Background: an optimization exercise with open tools, aiming at small area. Do not read the settings as production practice. Only simulation tests tie the RTL to the original design; equivalence was not proved. Power is estimated from default activity; no workload was simulated.

==> trial 16 <==
==> flow/design.v (excerpt) <==
module Tetris_top(
	clk,
	rst,
	btnL,
	btnR,
	btnD,
	btnS,
	HSync,
	VSync,
	R,
	G,
	B,
	Seg,
	An
    );
export LEC_CHECK = 0
export ABC_AREA = 1
export CAP_MARGIN = 20
export CORE_MARGIN = 2
export CORE_UTILIZATION = 55
export CTS_BUF_LIST = sky130_fd_sc_hd__clkbuf_8
export CTS_CLUSTER_DIAMETER = 80
export CTS_CLUSTER_SIZE = 16
export HOLD_SLACK_MARGIN = 0
export PLACE_DENSITY = 0.7
export SLEW_MARGIN = 20
create_clock -name core_clock -period 12.0 [get_ports {clk}]
standard.sh (not shown) runs the stock make flow with config.mk's settings and CLKGATE_MAP_FILE= SYNTH_SCRIPT=/design/flow/synth_recipe.tcl, a recipe that flattens the netlist after the stock synthesis.
==> flow/flow/run.sh <==
#!/bin/bash
# Layout flow: the standard flow, with one extra step after the standard
# synthesis.  The combinational logic of the synthesized netlist is mapped a
# second time with a stronger ABC script (flow/remap.tcl, flow/remap.abc);
# the registers of the standard synthesis are kept as they are (same cells,
# same names).  Then the standard flow continues from that netlist.
# Each tool's output goes to a log file of its own in this folder.
set -euo pipefail
HERE=$PWD
RES=$HERE/orfs/results/$FLOW_PLATFORM/Tetris_top/base

# 1. standard synthesis
bash standard.sh "$RES/1_2_yosys.v" > 1_synth_standard.log 2>&1
cp "$RES/1_2_yosys.v" "$HERE/1_2_yosys_standard.v"

# 2. second mapping of the combinational logic, repeated on its own result
#    (every third pass with a second script, flow/remap_b.abc); the smallest
#    netlist is kept.  A pass whose result is implausibly small (under 70% of
#    the standard synthesis) is not kept.
export REMAP_LIB=$FLOW_HOME/platforms/$FLOW_PLATFORM/lib/sky130_fd_sc_hd__tt_025C_1v80.lib
export REMAP_SCRIPT=$HERE/flow/remap.abc
export REMAP_CONSTR=$HERE/flow/remap.constr
export REMAP_PERIOD_PS=$(awk "BEGIN{print int($FLOW_PERIOD_NS*1000)}")
prev=$HERE/1_2_yosys_standard.v
best=""; best_area=""
std_area=$(awk '/Chip area for module/ {print $NF}' "$HERE/orfs/reports/$FLOW_PLATFORM/Tetris_top/base/synth_stat.txt" 2>/dev/null || true)
for i in $(seq 1 12); do
  if (( i % 3 == 0 )); then export REMAP_SCRIPT=$HERE/flow/remap_b.abc; else export REMAP_SCRIPT=$HERE/flow/remap.abc; fi
  export REMAP_IN=$prev
  export REMAP_OUT=$HERE/1_2_yosys_remap$i.v
  export REMAP_STAT=$HERE/remap_stat$i.txt
  if ! yosys -c flow/remap.tcl > 2_remap$i.log 2>&1; then
    echo "pass $i: failed" >> 2_remap_summary.log
    continue
  fi
  area=$(awk '/Chip area for module/ {print $NF}' "$REMAP_STAT" 2>/dev/null || true)
  if [[ -z "$area" ]]; then
    echo "pass $i: no area" >> 2_remap_summary.log
    continue
  fi
  echo "pass $i: area $area" >> 2_remap_summary.log
  if [[ -n "$std_area" ]] && awk "BEGIN{exit !($area < 0.7 * $std_area)}"; then
    echo "pass $i: result rejected (standard synthesis $std_area)" >> 2_remap_summary.log
    continue
  fi
  if [[ -z "$best" ]] || awk "BEGIN{exit !($area < $best_area)}"; then
    best=$REMAP_OUT; best_area=$area
  fi
  prev=$REMAP_OUT
done
if [[ -z "$best" ]]; then best=$HERE/1_2_yosys_standard.v; best_area=$std_area; fi
echo "kept $best ($best_area)" >> 2_remap_summary.log
cp "$best" "$RES/1_2_yosys.v"
touch "$RES/1_2_yosys.v"

# 3. the rest of the standard flow, from the re-mapped netlist (with the
#    clock tree options of flow/cts_args.txt, if there is one)
if [[ -f flow/cts_args.txt ]]; then
  export CTS_ARGS="$(cat flow/cts_args.txt)"
fi
bash standard.sh > 3_layout_standard.log 2>&1
==> flow/flow/remap.tcl <==
# Second mapping of the combinational logic of the standard synthesis netlist
# with a stronger ABC script.  The sequential cells (their instances and
# names) are kept as they are; only the logic between them is re-mapped.
yosys -import
set lib $::env(REMAP_LIB)
read_liberty -ignore_miss_func $lib
read_verilog $::env(REMAP_IN)
hierarchy -top Tetris_top
# keep the sequential cells
foreach m [split [string trim [tee -q -s result.string select -list-mod =sky130_fd_sc_hd__*df* =sky130_fd_sc_hd__*dl*]] "\n"] {
  setattr -mod -set keep_hierarchy 1 $m
}
flatten
opt_clean -purge
techmap
opt -fast -purge
# the platform's don't-use cells (platforms/sky130hd/config.mk)
set dont_use {}
foreach c {sky130_fd_sc_hd__probe_p_8 sky130_fd_sc_hd__probec_p_8 sky130_fd_sc_hd__lpflow_bleeder_1
           sky130_fd_sc_hd__lpflow_clkbufkapwr_1 sky130_fd_sc_hd__lpflow_clkbufkapwr_16 sky130_fd_sc_hd__lpflow_clkbufkapwr_2
           sky130_fd_sc_hd__lpflow_clkbufkapwr_4 sky130_fd_sc_hd__lpflow_clkbufkapwr_8 sky130_fd_sc_hd__lpflow_clkinvkapwr_1
           sky130_fd_sc_hd__lpflow_clkinvkapwr_16 sky130_fd_sc_hd__lpflow_clkinvkapwr_2 sky130_fd_sc_hd__lpflow_clkinvkapwr_4
           sky130_fd_sc_hd__lpflow_clkinvkapwr_8 sky130_fd_sc_hd__lpflow_decapkapwr_12 sky130_fd_sc_hd__lpflow_decapkapwr_3
           sky130_fd_sc_hd__lpflow_decapkapwr_4 sky130_fd_sc_hd__lpflow_decapkapwr_6 sky130_fd_sc_hd__lpflow_decapkapwr_8
           sky130_fd_sc_hd__lpflow_inputiso0n_1 sky130_fd_sc_hd__lpflow_inputiso0p_1 sky130_fd_sc_hd__lpflow_inputiso1n_1
           sky130_fd_sc_hd__lpflow_inputiso1p_1 sky130_fd_sc_hd__lpflow_inputisolatch_1 sky130_fd_sc_hd__lpflow_isobufsrc_1
           sky130_fd_sc_hd__lpflow_isobufsrc_16 sky130_fd_sc_hd__lpflow_isobufsrc_2 sky130_fd_sc_hd__lpflow_isobufsrc_4
           sky130_fd_sc_hd__lpflow_isobufsrc_8 sky130_fd_sc_hd__lpflow_isobufsrckapwr_16 sky130_fd_sc_hd__lpflow_lsbuf_lh_hl_isowell_tap_1
           sky130_fd_sc_hd__lpflow_lsbuf_lh_hl_isowell_tap_2 sky130_fd_sc_hd__lpflow_lsbuf_lh_hl_isowell_tap_4
           sky130_fd_sc_hd__lpflow_lsbuf_lh_isowell_4 sky130_fd_sc_hd__lpflow_lsbuf_lh_isowell_tap_1
           sky130_fd_sc_hd__lpflow_lsbuf_lh_isowell_tap_2 sky130_fd_sc_hd__lpflow_lsbuf_lh_isowell_tap_4} {
  lappend dont_use -dont_use $c
}
abc -script $::env(REMAP_SCRIPT) -liberty $lib {*}$dont_use -constr $::env(REMAP_CONSTR) -D $::env(REMAP_PERIOD_PS)
opt_clean -purge
hilomap -singleton -hicell sky130_fd_sc_hd__conb_1 HI -locell sky130_fd_sc_hd__conb_1 LO
# (no insbuf: the floorplan step buffers every port anyway)
splitnets
opt_clean -purge
foreach m [split [string trim [tee -q -s result.string select -list-mod =sky130_fd_sc_hd__*]] "\n"] {
  blackbox $m
}
tee -o $::env(REMAP_STAT) stat -liberty $lib
write_verilog -noattr -nohex -nodec $::env(REMAP_OUT)
Other scripts of this flow, unchanged in this note and not shown: flow/flow/cts_args.txt, flow/flow/remap.abc, flow/flow/remap.constr, flow/flow/remap_b.abc
==> inputs of build 86, as changes to trial 16 <==
--- a/flow/flow/run.sh
+++ b/flow/flow/run.sh
@@ -15,6 +15,6 @@
 
 # 2. second mapping of the combinational logic, repeated on its own result
-#    (every third pass with a second script, flow/remap_b.abc); the smallest
-#    netlist is kept.  A pass whose result is implausibly small (under 70% of
+#    (passes cycle through flow/remap.abc, remap_c.abc and remap_b.abc); the
+#    smallest netlist is kept.  A pass whose result is implausibly small (under 70% of
 #    the standard synthesis) is not kept.
 export REMAP_LIB=$FLOW_HOME/platforms/$FLOW_PLATFORM/lib/sky130_fd_sc_hd__tt_025C_1v80.lib
@@ -25,6 +25,10 @@
 best=""; best_area=""
 std_area=$(awk '/Chip area for module/ {print $NF}' "$HERE/orfs/reports/$FLOW_PLATFORM/Tetris_top/base/synth_stat.txt" 2>/dev/null || true)
-for i in $(seq 1 12); do
-  if (( i % 3 == 0 )); then export REMAP_SCRIPT=$HERE/flow/remap_b.abc; else export REMAP_SCRIPT=$HERE/flow/remap.abc; fi
+for i in $(seq 1 20); do
+  case $(( i % 4 )) in
+    0) export REMAP_SCRIPT=$HERE/flow/remap_b.abc ;;
+    2) export REMAP_SCRIPT=$HERE/flow/remap_c.abc ;;
+    *) export REMAP_SCRIPT=$HERE/flow/remap.abc ;;
+  esac
   export REMAP_IN=$prev
   export REMAP_OUT=$HERE/1_2_yosys_remap$i.v
@@ -49,4 +53,34 @@
   prev=$REMAP_OUT
 done
+# 2b. from the smallest netlist so far, a few passes of ABC's &deepsyn
+#     (flow/remap_ds.abc.in) with different random seeds; again the smallest
+#     netlist is kept
+if [[ -n "$best" ]]; then
+  base=$best
+  for seed in 3 11 5 0 7 13 19 23 29 31 37 41 43 47 53 59; do
+    sed "s/SEED/$seed/" flow/remap_ds.abc.in > remap_ds_$seed.abc
+    export REMAP_SCRIPT=$HERE/remap_ds_$seed.abc
+    export REMAP_IN=$base
+    export REMAP_OUT=$HERE/1_2_yosys_remap_ds$seed.v
+    export REMAP_STAT=$HERE/remap_stat_ds$seed.txt
+    if ! timeout 600 yosys -c flow/remap.tcl > 2_remap_ds$seed.log 2>&1; then
+      echo "deepsyn seed $seed: failed" >> 2_remap_summary.log
+      continue
+    fi
+    area=$(awk '/Chip area for module/ {print $NF}' "$REMAP_STAT" 2>/dev/null || true)
+    if [[ -z "$area" ]]; then
+      echo "deepsyn seed $seed: no area" >> 2_remap_summary.log
+      continue
+    fi
+    echo "deepsyn seed $seed: area $area" >> 2_remap_summary.log
+    if [[ -n "$std_area" ]] && awk "BEGIN{exit !($area < 0.7 * $std_area)}"; then
+      echo "deepsyn seed $seed: result rejected (standard synthesis $std_area)" >> 2_remap_summary.log
+      continue
+    fi
+    if awk "BEGIN{exit !($area < $best_area)}"; then
+      best=$REMAP_OUT; best_area=$area
+    fi
+  done
+fi
 if [[ -z "$best" ]]; then best=$HERE/1_2_yosys_standard.v; best_area=$std_area; fi
 echo "kept $best ($best_area)" >> 2_remap_summary.log
==> flow/flow/remap_c.abc (new file) <==
strash
dc2
dch -f
&get -n
&nf -R 1000 -p -F 8 -C 32
&put
mfs -a
strash
dc2
dch -f
&get -n
&nf -R 1000 -p -F 8 -C 32
&put
mfs -a
strash
dch -f
&get -n
&nf -R 1000 -p -F 8 -C 32
&put
topo
==> flow/flow/remap_ds.abc.in (new file) <==
strash
&get -n
&deepsyn -T 30 -S SEED
&put
strash
dch -f
&get -n
&nf -R 1000 -p -F 8 -C 32
&put
topo
==> inputs of build 37, as changes to trial 16 <==
--- a/flow/flow/run.sh
+++ b/flow/flow/run.sh
@@ -15,6 +15,6 @@
 
 # 2. second mapping of the combinational logic, repeated on its own result
-#    (every third pass with a second script, flow/remap_b.abc); the smallest
-#    netlist is kept.  A pass whose result is implausibly small (under 70% of
+#    (passes cycle through flow/remap.abc, remap_c.abc and remap_b.abc); the
+#    smallest netlist is kept.  A pass whose result is implausibly small (under 70% of
 #    the standard synthesis) is not kept.
 export REMAP_LIB=$FLOW_HOME/platforms/$FLOW_PLATFORM/lib/sky130_fd_sc_hd__tt_025C_1v80.lib
@@ -25,6 +25,10 @@
 best=""; best_area=""
 std_area=$(awk '/Chip area for module/ {print $NF}' "$HERE/orfs/reports/$FLOW_PLATFORM/Tetris_top/base/synth_stat.txt" 2>/dev/null || true)
-for i in $(seq 1 12); do
-  if (( i % 3 == 0 )); then export REMAP_SCRIPT=$HERE/flow/remap_b.abc; else export REMAP_SCRIPT=$HERE/flow/remap.abc; fi
+for i in $(seq 1 20); do
+  case $(( i % 4 )) in
+    0) export REMAP_SCRIPT=$HERE/flow/remap_b.abc ;;
+    2) export REMAP_SCRIPT=$HERE/flow/remap_c.abc ;;
+    *) export REMAP_SCRIPT=$HERE/flow/remap.abc ;;
+  esac
   export REMAP_IN=$prev
   export REMAP_OUT=$HERE/1_2_yosys_remap$i.v
@@ -49,4 +53,34 @@
   prev=$REMAP_OUT
 done
+# 2b. from the smallest netlist so far, a few passes of ABC's &deepsyn
+#     (flow/remap_ds.abc.in) with different random seeds; again the smallest
+#     netlist is kept
+if [[ -n "$best" ]]; then
+  base=$best
+  for seed in 3 11 5 0 7 13 19 23 29 31 37 41 43 47 53 59; do
+    sed "s/SEED/$seed/" flow/remap_ds.abc.in > remap_ds_$seed.abc
+    export REMAP_SCRIPT=$HERE/remap_ds_$seed.abc
+    export REMAP_IN=$base
+    export REMAP_OUT=$HERE/1_2_yosys_remap_ds$seed.v
+    export REMAP_STAT=$HERE/remap_stat_ds$seed.txt
+    if ! timeout 600 yosys -c flow/remap.tcl > 2_remap_ds$seed.log 2>&1; then
+      echo "deepsyn seed $seed: failed" >> 2_remap_summary.log
+      continue
+    fi
+    area=$(awk '/Chip area for module/ {print $NF}' "$REMAP_STAT" 2>/dev/null || true)
+    if [[ -z "$area" ]]; then
+      echo "deepsyn seed $seed: no area" >> 2_remap_summary.log
+      continue
+    fi
+    echo "deepsyn seed $seed: area $area" >> 2_remap_summary.log
+    if [[ -n "$std_area" ]] && awk "BEGIN{exit !($area < 0.7 * $std_area)}"; then
+      echo "deepsyn seed $seed: result rejected (standard synthesis $std_area)" >> 2_remap_summary.log
+      continue
+    fi
+    if awk "BEGIN{exit !($area < $best_area)}"; then
+      best=$REMAP_OUT; best_area=$area
+    fi
+  done
+fi
 if [[ -z "$best" ]]; then best=$HERE/1_2_yosys_standard.v; best_area=$std_area; fi
 echo "kept $best ($best_area)" >> 2_remap_summary.log
@@ -55,7 +89,12 @@
 
 # 3. the rest of the standard flow, from the re-mapped netlist (with the
-#    clock tree options of flow/cts_args.txt, if there is one)
+#    clock tree options of flow/cts_args.txt and the port buffer options of
+#    flow/buffer_ports_args.txt, if there are)
 if [[ -f flow/cts_args.txt ]]; then
   export CTS_ARGS="$(cat flow/cts_args.txt)"
 fi
+# every port still gets its buffer (buffer_ports), of the smallest buffer cell
+if [[ -f flow/buffer_ports_args.txt ]]; then
+  export BUFFER_PORTS_ARGS="$(cat flow/buffer_ports_args.txt)"
+fi
 bash standard.sh > 3_layout_standard.log 2>&1
==> flow/flow/buffer_ports_args.txt (new file) <==
-buffer_cell sky130_fd_sc_hd__buf_1
==> flow/flow/remap_c.abc (new file) <==
strash
dc2
dch -f
&get -n
&nf -R 1000 -p -F 8 -C 32
&put
mfs -a
strash
dc2
dch -f
&get -n
&nf -R 1000 -p -F 8 -C 32
&put
mfs -a
strash
dch -f
&get -n
&nf -R 1000 -p -F 8 -C 32
&put
topo
==> flow/flow/remap_ds.abc.in (new file) <==
strash
&get -n
&deepsyn -T 30 -S SEED
&put
strash
dch -f
&get -n
&nf -R 1000 -p -F 8 -C 32
&put
topo
--- a/flow/config.mk
+++ b/flow/config.mk
@@ -9,9 +9,9 @@
 export CAP_MARGIN = 20
 export CORE_MARGIN = 2
-export CORE_UTILIZATION = 55
+export CORE_UTILIZATION = 70
 export CTS_BUF_LIST = sky130_fd_sc_hd__clkbuf_8
 export CTS_CLUSTER_DIAMETER = 80
 export CTS_CLUSTER_SIZE = 16
 export HOLD_SLACK_MARGIN = 0
-export PLACE_DENSITY = 0.7
+export PLACE_DENSITY = 0.85
 export SLEW_MARGIN = 20
==> summary of the runs <==
In build 37 the first-iteration DRC count is larger than in trial 16, by about 70%.
Clock power: trial 16 > build 86 > build 37.
In sequential cell count, trial 16 and build 37 do not differ.
Clock skew, highest first: build 37, trial 16, build 86.
Combinational power, lowest first: build 86, build 37, trial 16.
In power, build 86 and build 37 hardly differ.
Of build 37 and trial 16, trial 16 has the higher area after synthesis (gap 2.0%, measured against trial 16).
Sequential power is about the same in build 37 and trial 16.

## afterwards: timing with drivers on the ports
No port has a modelled driver above. Below, the same layouts with a new extraction and two added sets of constraints.
Step 1 assumes that a clkbuf_16 drives the clock port and a buf_2 every other input.
Step 2 moves the port delays by t, midway between the first and last clock arrival at a register: inputs arrive t later, outputs are due t later. That takes back most of the time a late clock gives input paths.
Three values: no drivers, after step 1, after step 2; two values: the first two.
| run | t, ns | setup WS [ns] | worst data-port slew with drivers (ns) |
|---|---|---|---|
| trial 16 | 0.645 | 2.598 / 2.598 / 2.598 | 0.03 |
| build 86 | 0.652 | 2.727 / 2.727 / 2.477 | 0.03 |
| build 37 | 0.621 | 2.876 / 2.908 / 2.287 | 0.03 |
After both steps every run listed still meets setup and hold. The setup slack of build 37, which loses most, moves by +0.032 ns with the drivers and by -0.589 ns with both steps.
